Background: an optimization exercise with open tools, aiming at small area, a short achievable clock period and few clock cycles. Do not read the settings as production practice.
RTL that was checked went through simulation tests only; none was proved equivalent to the original.

==> inputs of 10-28 <==
## GAN_shared_hw
module GAN_shared_hw (x1, x2, x3, x4,
                     w_l1_11, w_l1_12, w_l1_13, w_l1_14, w_l1_21, w_l1_22, w_l1_23, w_l1_24, w_l1_31, w_l1_32, w_l1_33, w_l1_34, w_l1_41, w_l1_42, w_l1_43, w_l1_44, b_l1_1, b_l1_2, b_l1_3, b_l1_4,
                     w_l2_11, w_l2_12, w_l2_21, w_l2_22, w_l2_31, w_l2_32, w_l2_41, w_l2_42, b_l2_1, b_l2_2,
                     w_l3_11, w_l3_21, b_l3_1,
                     w_l4_11, b_l4_1,
                     w_l5_11, b_l5_1,
                     w_l6_11, w_l6_12, b_l6_1, b_l6_2,
                     w_l7_11, w_l7_12, w_l7_13, w_l7_14, w_l7_21, w_l7_22, w_l7_23, w_l7_24, b_l7_1, b_l7_2, b_l7_3, b_l7_4,
                     w_l8_11, w_l8_12, w_l8_13, w_l8_14, w_l8_21, w_l8_22, w_l8_23, w_l8_24, w_l8_31, w_l8_32, w_l8_33, w_l8_34, w_l8_41, w_l8_42, w_l8_43, w_l8_44, b_l8_1, b_l8_2, b_l8_3, b_l8_4,
                     f1, f2, f3, f4, Done, Start, Reset, Clock);
export LEC_CHECK = 0
export CAP_MARGIN = 20
export CORE_MARGIN = 2
export CORE_UTILIZATION = 60
export CTS_BUF_LIST = sky130_fd_sc_hd__clkbuf_8
export SLEW_MARGIN = 60
export SYNTH_HIERARCHICAL = 1
create_clock -name core_clock -period 12.5 [get_ports {Clock}]
standard.sh (not shown) runs the stock make flow with config.mk's settings and CLKGATE_MAP_FILE= SYNTH_SCRIPT=/design/flow/synth_recipe.tcl, a recipe that flattens the netlist after the stock synthesis.
==> flow/flow/run.sh <==
#!/bin/bash
set -euo pipefail
export BUFFER_PORTS_ARGS="-buffer_cell sky130_fd_sc_hd__buf_1"
bash standard.sh SETUP_SLACK_MARGIN=6 finish > standard_flow.log 2>&1
==> 04-11: changes against 10-28 <==
- ABC_AREA: not set -> 1
==> 05-07: changes against 10-28 <==
==> flow/flow/run.sh (replaced) <==
#!/bin/bash
set -euo pipefail
export BUFFER_PORTS_ARGS="-buffer_cell sky130_fd_sc_hd__buf_1"
bash standard.sh SETUP_SLACK_MARGIN=6.5 finish > standard_flow.log 2>&1
- ABC_AREA: not set -> 1
==> metrics.cfg <==
[run_status]
status = complete, no violations

[finish]
mostFrequentLayoutCells = xnor2_1 (747), a22oi_1 (737), fa_1 (631), buf_1 (595), edfxtp_1 (508)

[synth]
cell_count_after_synthesis = 4425

[drt]
number_of_detailed_routing_iterations_run_before_antenna_repair = 7
vias = 43866

[clock_network]
cts_resized = 79

the above is filed under 10-28

==> metrics.cfg <==
[min_path]
min_path_cells = 2

[synth]
cell_count_after_synthesis = 5753
post_synth_instance_area_um2 = 54800

[clock_network]
cts_resized = 1

[global_routing]
globalRouteMet2Util = 0.670

[run_status]
status = complete, no violations

[finish]
mostFrequentLayoutCells = nand2_1 (1097), xor2_1 (709), o22ai_1 (688), inv_1 (670), fa_1 (648)

[drt]
number_of_detailed_routing_iterations_run_before_antenna_repair = 6

the above is filed under 04-11

==> metrics.cfg <==
[run_status]
status = complete, no violations

[synth]
synth_top_area_frac = 0.278

[critical_path]
cp.required_ps = 13060

[finish]
mostFrequentLayoutCells = nand2_1 (1053), xor2_1 (655), fa_1 (610), buf_1 (589), inv_1 (582)

[drt]
vias = 47846

[place]
placement.setup.worst_slack_ps = 5820

[clock_network]
cts_resized = 168

the above is filed under 05-07

Testbench counts of 10-28, summed over its fixed seeds: cycles 4,160.
Testbench counts of 04-11, summed over its fixed seeds: cycles 4,160.
Testbench counts of 05-07, summed over its fixed seeds: cycles 4,160.

========
==> job 5741 <==
Another version of the RTL of GAN_shared_hw (not shown whole).
Settings: LEC_CHECK=0, CAP_MARGIN=20, CORE_MARGIN=2, CORE_UTILIZATION=40, SETUP_SLACK_MARGIN=5, SLEW_MARGIN=60, SYNTH_HIERARCHICAL=1; clock period 12.5 ns.
==> flow/flow/run.sh <==
#!/bin/bash
# The standard layout (synthesis included), with the port buffers made
# of the smallest buffer cell.
set -euo pipefail
export BUFFER_PORTS_ARGS="-buffer_cell sky130_fd_sc_hd__buf_1"
bash standard.sh finish > standard_flow.log 2>&1
==> job 5395 (differences from job 5741) <==
--- a/flow/design.v
+++ b/flow/design.v
@@ -1571,66 +1571,60 @@
   end
 endfunction
 wire [8:0] q00 = benc(n00), q01 = benc(n01), q02 = benc(n02), q03 = benc(n03);
 wire [8:0] q10 = benc(n10), q11 = benc(n11), q12 = benc(n12), q13 = benc(n13);
 wire [7:0] qk0 = {{2{nb0[5]}}, nb0} + negs(q00) + negs(q01) + negs(q02) + negs(q03);
 wire [7:0] qk1 = {{2{nb1[5]}}, nb1} + negs(q10) + negs(q11) + negs(q12) + negs(q13);
-reg [8:0] e00, e01, e02, e03, e10, e11, e12, e13;
-reg [7:0] k0, k1;
-reg rmode;    
-always @(posedge Clock) begin
-  e00 <= q00; e01 <= q01; e02 <= q02; e03 <= q03;
-  e10 <= q10; e11 <= q11; e12 <= q12; e13 <= q13;
-  k0 <= qk0; k1 <= qk1;
-  if (idle) rmode <= 1'b0;
-  else if (cyc == 4'd2) rmode <= 1'b1;
-end
-wire [31:0] act0, act1, act2, act3;
-wire z0 = rmode & act0[31], z1 = rmode & act1[31], z2 = rmode & act2[31], z3 = rmode & act3[31];
-wire [8:0] d00 = {e00[8:6], e00[5:0] & {6{~z0}}}, d01 = {e01[8:6], e01[5:0] & {6{~z1}}};
-wire [8:0] d02 = {e02[8:6], e02[5:0] & {6{~z2}}}, d03 = {e03[8:6], e03[5:0] & {6{~z3}}};
-wire [8:0] d10 = {e10[8:6], e10[5:0] & {6{~z0}}}, d11 = {e11[8:6], e11[5:0] & {6{~z1}}};
-wire [8:0] d12 = {e12[8:6], e12[5:0] & {6{~z2}}}, d13 = {e13[8:6], e13[5:0] & {6{~z3}}};
-reg [31:0] a0_r, a1_r, a2_r, a3_r;
+reg [31:0] act0, act1, act2, act3;
 reg [31:0] o0, o1;
 wire [31:0] r0, r1;
-assign act0 = a0_r;
-assign act1 = a1_r;
-assign act2 = a2_r;
-assign act3 = a3_r;
 gan_nu NU0 (.a0(act0), .a1(act1), .a2(act2), .a3(act3),
-            .e0(d00), .e1(d01), .e2(d02), .e3(d03), .k(k0), .r(r0));
+            .e0(e00), .e1(e01), .e2(e02), .e3(e03), .k(k0), .r(r0));
 gan_nu NU1 (.a0(act0), .a1(act1), .a2(act2), .a3(act3),
-            .e0(d10), .e1(d11), .e2(d12), .e3(d13), .k(k1), .r(r1));
-always @(posedge Clock) begin
+            .e0(e10), .e1(e11), .e2(e12), .e3(e13), .k(k1), .r(r1));
+reg [31:0] an0, an1, an2, an3;    
+always @(*) begin
+  an0 = act0; an1 = act1; an2 = act2; an3 = act3;
   if (idle) begin
-    a0_r <= {{26{x1[5]}}, x1};
-    a1_r <= {{26{x2[5]}}, x2};
-    a2_r <= {{26{x3[5]}}, x3};
-    a3_r <= {{26{x4[5]}}, x4};
+    an0 = {{26{x1[5]}}, x1};
+    an1 = {{26{x2[5]}}, x2};
+    an2 = {{26{x3[5]}}, x3};
+    an3 = {{26{x4[5]}}, x4};
   end else begin
     case (cyc)
       4'd2, 4'd9: begin
-        a0_r <= o0; a1_r <= o1; a2_r <= r0; a3_r <= r1;
+        an0 = o0; an1 = o1; an2 = r0; an3 = r1;
       end
       4'd3: begin
-        a0_r <= r0; a1_r <= r1; a2_r <= 32'd0; a3_r <= 32'd0;
+        an0 = r0; an1 = r1; an2 = 32'd0; an3 = 32'd0;
       end
       4'd4: begin
-        a0_r <= r0; a1_r <= 32'd0;
+        an0 = r0; an1 = 32'd0;
       end
       4'd5, 4'd6: begin
-        a0_r <= r0;
+        an0 = r0;
       end
       4'd7, 4'd11: begin
-        a0_r <= r0; a1_r <= r1;
+        an0 = r0; an1 = r1;
       end
       default: ;
     endcase
   end
 end
+wire sums = (cyc >= 4'd2);
+wire zn0 = sums & an0[31], zn1 = sums & an1[31], zn2 = sums & an2[31], zn3 = sums & an3[31];
+reg [8:0] e00, e01, e02, e03, e10, e11, e12, e13;
+reg [7:0] k0, k1;
+always @(posedge Clock) begin
+  act0 <= an0; act1 <= an1; act2 <= an2; act3 <= an3;
+  e00 <= {q00[8:6], q00[5:0] & {6{~zn0}}}; e01 <= {q01[8:6], q01[5:0] & {6{~zn1}}};
+  e02 <= {q02[8:6], q02[5:0] & {6{~zn2}}}; e03 <= {q03[8:6], q03[5:0] & {6{~zn3}}};
+  e10 <= {q10[8:6], q10[5:0] & {6{~zn0}}}; e11 <= {q11[8:6], q11[5:0] & {6{~zn1}}};
+  e12 <= {q12[8:6], q12[5:0] & {6{~zn2}}}; e13 <= {q13[8:6], q13[5:0] & {6{~zn3}}};
+  k0 <= qk0; k1 <= qk1;
+end
 always @(posedge Clock) begin
   if (cyc == 4'd1 || cyc == 4'd8 || cyc == 4'd10) begin
     o0 <= r0;
     o1 <= r1;
   end
 end
==> flow/flow/run.sh (replaced) <==
#!/bin/bash
set -euo pipefail
export BUFFER_PORTS_ARGS="-buffer_cell sky130_fd_sc_hd__buf_1"
bash standard.sh SETUP_SLACK_MARGIN=8 finish > standard_flow.log 2>&1
==> flow/config.mk (replaced) <==
export PLATFORM = sky130hd
export DESIGN_NAME = GAN_shared_hw
export DESIGN_NICKNAME = GAN_shared_hw
export VERILOG_FILES = /design/flow/design.v
export SDC_FILE = /design/flow/constraint.sdc
export NUM_CORES = 4
export LEC_CHECK = 0
export CAP_MARGIN = 20
export CORE_MARGIN = 2
export CORE_UTILIZATION = 60
export CTS_BUF_LIST = sky130_fd_sc_hd__clkbuf_8
export SLEW_MARGIN = 60
export SYNTH_HIERARCHICAL = 1
==> summary of the runs <==
- Of job 5395 and job 5741, job 5395 has the higher first-iteration DRC count (gap about 15%, measured against job 5741).
- Against job 5741, the sequential share of layout area of job 5395 is lower by 3.6 points.
- Via count: job 5395 is larger than job 5741 (about 10%).
- In job 5395 the routed wire length is higher than in job 5741, by 1.4%.
- Between job 5741 and job 5395, the lower critical path depth is in job 5741 (gap 2).
- Area after synthesis is about the same in job 5741 and job 5395.
- Of job 5395 and job 5741, job 5395 has the higher register-to-register slack (gap 720 ps).
No functional check of the RTL was part of any run of this note.

========
==> run B: inputs <==
GAN_shared_hw with an RTL version that a note above also has.
export LEC_CHECK = 0
export ABC_AREA = 1
export CAP_MARGIN = 20
export CORE_MARGIN = 2
export CORE_UTILIZATION = 60
export CTS_BUF_LIST = sky130_fd_sc_hd__clkbuf_8
export SLEW_MARGIN = 60
export SYNTH_HIERARCHICAL = 1
create_clock -name core_clock -period 12.5 [get_ports {Clock}]
==> flow/flow/run.sh <==
#!/bin/bash
set -euo pipefail
export BUFFER_PORTS_ARGS="-buffer_cell sky130_fd_sc_hd__buf_1"
bash standard.sh SETUP_SLACK_MARGIN=5.5 finish > standard_flow.log 2>&1
==> inputs of run X, as changes to run B <==
--- a/flow/design.v
+++ b/flow/design.v
@@ -9,17 +9,17 @@
 output s, co;
 assign s = a ^ b;
 assign co = a & b;
 endmodule
 module gan_nu (a0, a1, a2, a3, e0, e1, e2, e3, k, r);
 input [31:0] a0, a1, a2, a3;
 input [8:0] e0, e1, e2, e3;
 input [7:0] k;
-output [30:0] r;
+output [31:0] r;
 wire [31:0] pp0_0;
 assign pp0_0[0] = ((e0[0] & a0[0]) | (e0[3] & 1'b0)) ^ e0[6];
 assign pp0_0[1] = ((e0[0] & a0[1]) | (e0[3] & a0[0])) ^ e0[6];
 assign pp0_0[2] = ((e0[0] & a0[2]) | (e0[3] & a0[1])) ^ e0[6];
 assign pp0_0[3] = ((e0[0] & a0[3]) | (e0[3] & a0[2])) ^ e0[6];
 assign pp0_0[4] = ((e0[0] & a0[4]) | (e0[3] & a0[3])) ^ e0[6];
 assign pp0_0[5] = ((e0[0] & a0[5]) | (e0[3] & a0[4])) ^ e0[6];
 assign pp0_0[6] = ((e0[0] & a0[6]) | (e0[3] & a0[5])) ^ e0[6];
@@ -1419,18 +1419,17 @@
 assign s0[28] = t641;
 assign s1[28] = t640;
 assign s0[29] = t643;
 assign s1[29] = t642;
 assign s0[30] = t645;
 assign s1[30] = t644;
 assign s0[31] = t647;
 assign s1[31] = t646;
-wire [31:0] sum = s0 + s1;
-assign r = sum[31] ? 31'd0 : sum[30:0];
+assign r = s0 + s1;
 endmodule
 module GAN_shared_hw (x1, x2, x3, x4,
                      w_l1_11, w_l1_12, w_l1_13, w_l1_14, w_l1_21, w_l1_22, w_l1_23, w_l1_24, w_l1_31, w_l1_32, w_l1_33, w_l1_34, w_l1_41, w_l1_42, w_l1_43, w_l1_44, b_l1_1, b_l1_2, b_l1_3, b_l1_4,
                      w_l2_11, w_l2_12, w_l2_21, w_l2_22, w_l2_31, w_l2_32, w_l2_41, w_l2_42, b_l2_1, b_l2_2,
                      w_l3_11, w_l3_21, b_l3_1,
                      w_l4_11, b_l4_1,
                      w_l5_11, b_l5_1,
                      w_l6_11, w_l6_12, b_l6_1, b_l6_2,
@@ -1570,60 +1569,67 @@
   begin
     negs = {7'd0, e[6]} + {5'd0, e[7], 2'd0} + {3'd0, e[8], 4'd0};
   end
 endfunction
 wire [8:0] q00 = benc(n00), q01 = benc(n01), q02 = benc(n02), q03 = benc(n03);
 wire [8:0] q10 = benc(n10), q11 = benc(n11), q12 = benc(n12), q13 = benc(n13);
 wire [7:0] qk0 = {{2{nb0[5]}}, nb0} + negs(q00) + negs(q01) + negs(q02) + negs(q03);
 wire [7:0] qk1 = {{2{nb1[5]}}, nb1} + negs(q10) + negs(q11) + negs(q12) + negs(q13);
-reg [8:0] e00, e01, e02, e03, e10, e11, e12, e13;
-reg [7:0] k0, k1;
-always @(posedge Clock) begin
-  e00 <= q00; e01 <= q01; e02 <= q02; e03 <= q03;
-  e10 <= q10; e11 <= q11; e12 <= q12; e13 <= q13;
-  k0 <= qk0; k1 <= qk1;
-end
 reg [31:0] act0, act1, act2, act3;
-reg [30:0] o0, o1;
-wire [30:0] r0, r1;
+reg [31:0] o0, o1;
+wire [31:0] r0, r1;
 gan_nu NU0 (.a0(act0), .a1(act1), .a2(act2), .a3(act3),
             .e0(e00), .e1(e01), .e2(e02), .e3(e03), .k(k0), .r(r0));
 gan_nu NU1 (.a0(act0), .a1(act1), .a2(act2), .a3(act3),
             .e0(e10), .e1(e11), .e2(e12), .e3(e13), .k(k1), .r(r1));
-always @(posedge Clock) begin
+reg [31:0] an0, an1, an2, an3;    
+always @(*) begin
+  an0 = act0; an1 = act1; an2 = act2; an3 = act3;
   if (idle) begin
-    act0 <= {{26{x1[5]}}, x1};
-    act1 <= {{26{x2[5]}}, x2};
-    act2 <= {{26{x3[5]}}, x3};
-    act3 <= {{26{x4[5]}}, x4};
+    an0 = {{26{x1[5]}}, x1};
+    an1 = {{26{x2[5]}}, x2};
+    an2 = {{26{x3[5]}}, x3};
+    an3 = {{26{x4[5]}}, x4};
   end else begin
     case (cyc)
       4'd2, 4'd9: begin
-        act0 <= {1'b0, o0}; act1 <= {1'b0, o1}; act2 <= {1'b0, r0}; act3 <= {1'b0, r1};
+        an0 = o0; an1 = o1; an2 = r0; an3 = r1;
       end
       4'd3: begin
-        act0 <= {1'b0, r0}; act1 <= {1'b0, r1}; act2 <= 32'd0; act3 <= 32'd0;
+        an0 = r0; an1 = r1; an2 = 32'd0; an3 = 32'd0;
       end
       4'd4: begin
-        act0 <= {1'b0, r0}; act1 <= 32'd0;
+        an0 = r0; an1 = 32'd0;
       end
       4'd5, 4'd6: begin
-        act0 <= {1'b0, r0};
+        an0 = r0;
       end
       4'd7, 4'd11: begin
-        act0 <= {1'b0, r0}; act1 <= {1'b0, r1};
+        an0 = r0; an1 = r1;
       end
       default: ;
     endcase
   end
 end
+wire sums = (cyc >= 4'd2);
+wire zn0 = sums & an0[31], zn1 = sums & an1[31], zn2 = sums & an2[31], zn3 = sums & an3[31];
+reg [8:0] e00, e01, e02, e03, e10, e11, e12, e13;
+reg [7:0] k0, k1;
+always @(posedge Clock) begin
+  act0 <= an0; act1 <= an1; act2 <= an2; act3 <= an3;
+  e00 <= {q00[8:6], q00[5:0] & {6{~zn0}}}; e01 <= {q01[8:6], q01[5:0] & {6{~zn1}}};
+  e02 <= {q02[8:6], q02[5:0] & {6{~zn2}}}; e03 <= {q03[8:6], q03[5:0] & {6{~zn3}}};
+  e10 <= {q10[8:6], q10[5:0] & {6{~zn0}}}; e11 <= {q11[8:6], q11[5:0] & {6{~zn1}}};
+  e12 <= {q12[8:6], q12[5:0] & {6{~zn2}}}; e13 <= {q13[8:6], q13[5:0] & {6{~zn3}}};
+  k0 <= qk0; k1 <= qk1;
+end
 always @(posedge Clock) begin
   if (cyc == 4'd1 || cyc == 4'd8 || cyc == 4'd10) begin
     o0 <= r0;
     o1 <= r1;
   end
 end
-assign f1 = {1'b0, o0};
-assign f2 = {1'b0, o1};
-assign f3 = act0;
-assign f4 = act1;
+assign f1 = {1'b0, o0[30:0] & {31{~o0[31]}}};
+assign f2 = {1'b0, o1[30:0] & {31{~o1[31]}}};
+assign f3 = {1'b0, act0[30:0] & {31{~act0[31]}}};
+assign f4 = {1'b0, act1[30:0] & {31{~act1[31]}}};
 endmodule
==> flow/flow/run.sh (replaced) <==
#!/bin/bash
# The standard layout (synthesis included), with the port buffers made
# of the smallest buffer cell.
set -euo pipefail
export BUFFER_PORTS_ARGS="-buffer_cell sky130_fd_sc_hd__buf_1"
bash standard.sh finish > standard_flow.log 2>&1
- ABC_AREA: 1 -> not set
- CORE_UTILIZATION: 60 -> 40
- CTS_BUF_LIST: sky130_fd_sc_hd__clkbuf_8 -> not set
- SETUP_SLACK_MARGIN: not set -> 5
==> summary of the runs <==
Of run X and run B, run B has the higher utilization (gap 20 points).
In run B the via count is higher than in run X, by about 10%.
Against run X, the flip-flop and latch count of run B is lower by 2.
In run X the clock-buffer cell count is lower than in run B, by 17.
Routed wire length: run B is larger than run X (about 2.6%).
In run X the cell area is larger than in run B, by 2.1%.
Synthesized cell count: run B is higher than run X (27%).
Against run B, the setup slack of run X is worse by 0.45 ns.
Testbench counts of run B, summed over its fixed seeds: cycles 4,160.
Only the layout flow was run in run X; the RTL was not checked for function there.

==> static timing again, ports no longer ideal <==
How much do the figures lean on ideal ports? The routed layouts below were timed once more, with nothing changed but the port constraints. Step 1 sets driving cells, clkbuf_16 on the clock port and buf_2 on the other inputs (assumed; they add their load-dependent delay and slew). Step 2, shift: input delay + t, output delay - t, t = (earliest + latest rising clock arrival at the registers) / 2. This alone moves slack from input paths to output paths. Slacks: no drivers / after step 1 / after step 2; pairs: no drivers / after step 1.
| run | t (ns) | setup slack, ns | clock arrival spread, ns | pins driven straight from the clock port |
|---|---|---|---|---|
| 10-28 | 0.852 | 6.052 / 6.052 / 5.980 | 0.075 / 0.076 | 1 |
| 04-11 | 0.817 | 6.112 / 6.112 / 6.112 | 0.063 / 0.063 | 1 |
| 05-07 | 0.824 | 6.511 / 6.511 / 6.487 | 0.085 / 0.085 | 1 |
| job 5741 | 0.738 | 5.275 / 5.275 / 5.275 | 0.063 / 0.063 | 1 |
| job 5395 | 0.859 | 5.994 / 5.994 / 5.994 | 0.090 / 0.090 | 1 |
| run B | 0.821 | 5.702 / 5.702 / 5.702 | 0.072 / 0.072 | 1 |
| run X | 0.770 | 5.253 / 5.253 / 5.253 | 0.051 / 0.051 | 1 |
After both steps setup and hold are still met in every run listed. The setup slack of 10-28, which loses most, moves by 0.000 ns with the drivers and by -0.072 ns with both steps.
